This is an optimization exercise on Yosys and OpenROAD, whose aim is small area, not a production implementation.
Power figures rest on the tool's default switching activity, not on a simulated workload.

// hart
module hart #(
    parameter RESET_ADDR = 32'h00000000
) (
    input  wire        i_clk,
    input  wire        i_rst,
    output wire [31:0] o_imem_raddr,
    input  wire [31:0] i_imem_rdata,
    output wire [31:0] o_dmem_addr,
    output wire        o_dmem_ren,
    output wire        o_dmem_wen,
    output wire [31:0] o_dmem_wdata,
    output wire [ 3:0] o_dmem_mask,
    input  wire [31:0] i_dmem_rdata,
    output wire        o_retire_valid,
    output wire [31:0] o_retire_inst,
    output wire        o_retire_trap,
    output wire        o_retire_halt,
    output wire [ 4:0] o_retire_rs1_raddr,
    output wire [ 4:0] o_retire_rs2_raddr,
    output wire [31:0] o_retire_rs1_rdata,
    output wire [31:0] o_retire_rs2_rdata,
    output wire [ 4:0] o_retire_rd_waddr,
    output wire [31:0] o_retire_rd_wdata,
    output wire [31:0] o_retire_pc,
    output wire [31:0] o_retire_next_pc
);
clock: 13.0 ns
lec_check: 0
abc_area: 1
cap_margin: 20
core_margin: 2
core_utilization: 40
setup_slack_margin: 0.5
slew_margin: 20
standard.sh (not shown) runs the stock make flow with config.mk's settings and CLKGATE_MAP_FILE= SYNTH_SCRIPT=/design/flow/synth_recipe.tcl, a recipe that flattens the netlist after the stock synthesis.
==> flow/flow/run.sh <==
#!/bin/bash
# Layout flow: the standard flow, with three changes:
#  1. after the standard synthesis, the combinational logic is mapped again
#     by ABC for area (amap; the smallest of a few scripts); the
#     flip-flops are kept as they are, with
#     their names and cell types;
#  2. the port buffers are the smallest buffer (buf_1);
#  3. a clock tree of clkbuf_4 without dummy loads.
set -euo pipefail
here=$(pwd)
R=$here/orfs/results/sky130hd/hart/base
LIB=$FLOW_HOME/platforms/sky130hd/lib/sky130_fd_sc_hd__tt_025C_1v80.lib

# 1. standard synthesis, up to the Yosys netlist
bash standard.sh $R/1_2_yosys.v > synth.log 2>&1
cp $R/1_2_yosys.v $here/standard_synth.v

# 2. remap the combinational logic: a few ABC area scripts, keep the smallest
DU=$(sed 's/^/-dont_use /' flow/dont_use.txt | tr '\n' ' ')
SEQ=$(grep -o '^ *sky130_fd_sc_hd__[a-z0-9_]*' standard_synth.v | sort -u | grep -E '__(df|edf|sdf|dl|conb)' | tr '\n' ' ')
scripts=(
  "strash;dch,-f;amap,-F,20,-A,20;topo"
  "strash;dch,-f;amap,-F,20,-A,20,-E,1;topo"
  "strash;&get,-n;&deepsyn,-T,60;&put;dch,-f;amap,-F,20,-A,20;topo"
  "strash;&get,-n;&deepsyn,-T,60;&put;dch,-f;amap,-F,20,-A,20,-E,1;topo"
)
for i in "${!scripts[@]}"; do
  cat > remap_$i.ys <<EOY
read_liberty -ignore_miss_func $LIB
read_verilog $here/standard_synth.v
hierarchy -top hart
blackbox $SEQ
flatten
opt_clean -purge
abc -liberty $LIB $DU -script +${scripts[$i]}
opt_clean -purge
splitnets
opt_clean -purge
hilomap -singleton -hicell sky130_fd_sc_hd__conb_1 HI -locell sky130_fd_sc_hd__conb_1 LO
insbuf -buf sky130_fd_sc_hd__buf_4 A X
opt_clean -purge
tee -o $here/remap_$i.stat stat -liberty $LIB
write_verilog -noattr -nohex -nodec $here/remap_$i.v
EOY
  yosys -s remap_$i.ys > remap_$i.log 2>&1 &
done
wait
best=$(for i in "${!scripts[@]}"; do
  echo "$(grep 'Chip area for module' remap_$i.stat | tail -1 | awk '{print $NF}') $i"
done | sort -g | head -1 | awk '{print $2}')
echo "remap: candidate $best chosen" > remap_choice.txt
for i in "${!scripts[@]}"; do grep 'Chip area for module' remap_$i.stat | tail -1 >> remap_choice.txt; done
python3 flow/remap.py remap_$best.v $R/1_2_yosys.v

# 3. the rest of the standard flow
export BUFFER_PORTS_ARGS="-buffer_cell sky130_fd_sc_hd__buf_1"
export CTS_ARGS="-sink_clustering_enable -repair_clock_nets -buf_list sky130_fd_sc_hd__clkbuf_4 -dont_use_dummy_load -sink_clustering_size 12 -sink_clustering_max_diameter 40"
bash standard.sh > layout.log 2>&1
Other scripts of this flow, unchanged in this note and not shown: flow/flow/dont_use.txt, flow/flow/remap.py
The starting point ran to the end with no violations.
Then changed:
--- a/flow/design.v
+++ b/flow/design.v
@@ -64,38 +64,38 @@
     wire is_opi   = op_imm & ((f3[1:0] != 2'b01) | (f3 == 3'b001 & f7_zero) |
                               (f3 == 3'b101 & (f7_zero | f7_alt)));
     wire is_opr   = op_reg & (f7_zero | (f7_alt & (f3 == 3'b000 | f3 == 3'b101)));
     wire is_ebrk  = (inst == 32'h00100073);
     wire is_alu   = is_opi | is_opr;
     wire legal    = is_lui | is_auipc | is_jal | is_jalr | is_br | is_load |
                     is_store | is_alu | is_ebrk;
     wire is_shift = is_alu & (f3[1:0] == 2'b01);
     wire is_slt   = is_alu & (f3[2:1] == 2'b01);
     wire sh_right = f3[2];
     wire sh_arith = inst[30];
     wire is_sub   = is_opr & (f3 == 3'b000) & inst[30];
-    wire use_rs1  = ~(is_lui | is_auipc | is_jal);
-    wire use_rs2  = is_opr | is_store | is_br;
-    wire wr_rd    = is_alu | is_load | is_lui | is_auipc | is_jal | is_jalr;
+    wire use_rs1  = ~inst[2] | (inst[6] & ~inst[3]);               
+    wire use_rs2  = inst[5] & ~inst[3] & ~inst[2] & ~(inst[4] & inst[6]);  
+    wire wr_rd    = ~(inst[5] & ~inst[2] & (~inst[4] | inst[6]));   
     wire [2:0] ep = (st == S_FST) ? (use_rs2 ? P_RS2 : S_MAIN) : st;
     wire p_clr  = (st == S_CLR);
     wire p_rs2  = (ep == P_RS2);
     wire p_main = (ep == S_MAIN);
     wire p_x0   = (ep == S_X0);
     wire p_x1   = (ep == S_X1);
     wire p_x2   = (ep == S_X2);
     wire p_f    = (ep == S_F);
     wire p_sh   = p_x0 | p_x1 | p_x2;
     wire fin = (p_main & ~(is_slt | is_shift | is_load | is_store | is_br)) |
-               (p_x0 & (is_slt | is_load | is_br)) |
+               (p_x0 & (~inst[4] | f3[1])) |        
                (p_x2 & sh_right) |
                p_f;
     reg  [31:0] op1, op2, res, npc;
     reg  [29:0] pc;
     wire        op1_in, op2_in, res_in, npc_in;
     wire [31:0] rf_lsb;
     wire        rf_bit = rf_lsb[p_rs2 ? rs2 : rs1];
     wire        we_rd;
     wire        wbit = ~p_clr & res_in;
     assign rf_lsb[0] = 1'b0;
     genvar r;
     generate
@@ -199,80 +199,79 @@
     reg  ld_tap, st_tap;
     always @(*) begin
         case ({off1, off0})
             2'd0: begin ld_tap = res[0];  st_tap = op2[0];  end
             2'd1: begin ld_tap = res[8];  st_tap = op2[24]; end
             2'd2: begin ld_tap = res[16]; st_tap = op2[16]; end
             default: begin ld_tap = res[24]; st_tap = op2[8]; end
         endcase
     end
     wire ld_in  = f3[1] | (f3[0] ? ~t[4] : (t[4:3] == 2'b00));
     wire ld_bit = ld_in ? ld_tap : (~f3[2] & aux);
     wire st_bit = (t[4:3] == 2'b00) ? op2[0] : st_tap;
-    assign res_in = p_main ? alu_out :
-                    p_x0 ? (is_slt ? (t0 & c) : is_load ? ld_bit : sh_bit) :
+    assign res_in = (st == S_FST | st == S_MAIN) ? alu_out :
+                    p_x0 ? (inst[4] ? (f3[1] ? (t0 & c) : sh_bit) : ld_bit) :
                     (p_x1 | p_x2) ? sh_bit :
                     res[0];
-    assign op1_in = p_main ? (is_store ? st_bit : (use_rs1 & rf_bit)) :
-                    p_f ? rf_bit :
-                    (p_sh & is_shift & ~sh_right) ? res[0] :
-                    op1[0];
+    assign op1_in = p_sh ? ((inst[4] & ~f3[1] & ~f3[2]) ? res[0] : op1[0]) :    
+                    ((st == S_FST | st == S_MAIN) & is_store) ? st_bit :
+                    (use_rs1 & rf_bit);
     assign op2_in = p_rs2 ? rf_bit : (use_rs2 & op2[0]);
     wire redir = is_jal | is_jalr | (is_br & aux);
     wire a_n   = is_jalr ? rf_bit : npc[0];
     wire b_n   = redir ? imm_t : four_t;
     wire cin_n = ~t0 & nc;
     wire sum_n = a_n ^ b_n ^ cin_n;
     wire cout_n = (a_n & b_n) | (a_n & cin_n) | (b_n & cin_n);
     wire [31:0] reset_addr = RESET_ADDR;
     assign npc_in = p_clr ? reset_addr[t] :
                     fin ? (sum_n & ~(t0 & is_jalr)) :
                     npc[0];
-    assign we_rd = fin & wr_rd & ~mem_trap;
+    assign we_rd = fin & wr_rd & legal & ~mem_trap;
     wire ld_cap = t31 & p_main & is_load;
     always @(posedge i_clk) begin
         op1 <= {op1_in, op1[31:1]};
         op2 <= {op2_in, op2[31:1]};
         npc <= {npc_in, npc[31:1]};
         res <= ld_cap ? i_dmem_rdata : {res_in, res[31:1]};
         c   <= (t31 & p_main) ? lt : cout;
         nc  <= cout_n;
         if (p_main)
             aux <= is_br ? (t31 ? taken : ((t0 | aux) & ~(a_alu ^ b_alu))) : rf_bit;
-        else if (p_x0 & is_load & ld_in)
+        else if (p_x0 & ~inst[4] & ~inst[6] & ld_in)           
             aux <= ld_tap;
         if (t31 & (p_main | p_x0 | p_x1) & is_shift)
             {off1, off0} <= dg_next;
         else begin
             if (p_main & t0)
                 off0 <= alu_out;
             if (p_main & (t == 5'd1))
                 off1 <= alu_out;
         end
-        if (t31 & (fin | p_clr))
+        if (t31)
             pc <= {npc_in, npc[31:3]};
     end
     always @(posedge i_clk) begin
         if (i_rst) begin
             t  <= 5'd0;
             st <= S_CLR;
         end else begin
             t <= t + 5'd1;
             if (t31) begin
                 if (p_clr | fin)
                     st <= S_FST;
                 else if (p_rs2)
                     st <= S_MAIN;
                 else if (p_main)
-                    st <= is_store ? S_F : S_X0;
+                    st <= (~inst[4] & inst[5] & ~inst[6]) ? S_F : S_X0;    
                 else if (p_x0)
                     st <= S_X1;
                 else if (p_x1)
                     st <= S_X2;
                 else
                     st <= S_F;
             end
         end
     end
     assign o_imem_raddr       = {pc, 2'b00};
     assign o_retire_pc        = {pc, 2'b00};
     assign o_retire_inst      = inst;
Via count came out higher by about 0.9%.
First-iteration DRC count came out higher by about 4.5%.
Design area barely changes.
Worst setup slack improves by 0.32 ns.
Final cell count came out higher by 0.54%.
Power came out lower by about 1.2%.
Global-route usage came out lower by 0.19 points.
Die area came out higher by 0.38%.
Non-clock buffer count came out lower by 2.
Fmax came out higher by 2.9%.
Core utilization came out lower by 0.42 points.
Function was not checked in any run of this note: the RTL went through the layout flow alone.

-- what the ideal ports hide --
The results above use ideal ports. As a check the final layouts listed here were re-extracted and re-timed, cells and wires unchanged.
Step 1 sets driving cells, clkbuf_16 on the clock port and buf_2 on the other inputs (assumed; they add their load-dependent delay and slew).
Step 2 adds t to the input delays and takes it off the output delays; t is the mean of the earliest and latest rising clock arrival at the registers after step 1. Input paths then give back, and output paths get back, about the clock's delay inside the block.
Slacks: no drivers / after step 1 / after step 2; pairs: no drivers / after step 1.
run	t (ns)	setup WS [ns]	worst data-port slew with drivers (ns)
the first run	0.941	1.385 / 1.339 / 1.339	0.13
the second run	0.920	1.708 / 1.681 / 1.681	0.11
After both steps setup and hold are still met in every run listed. For the first run, which loses most, drivers alone change the setup slack by -0.046 ns; drivers and shift together by -0.046 ns.
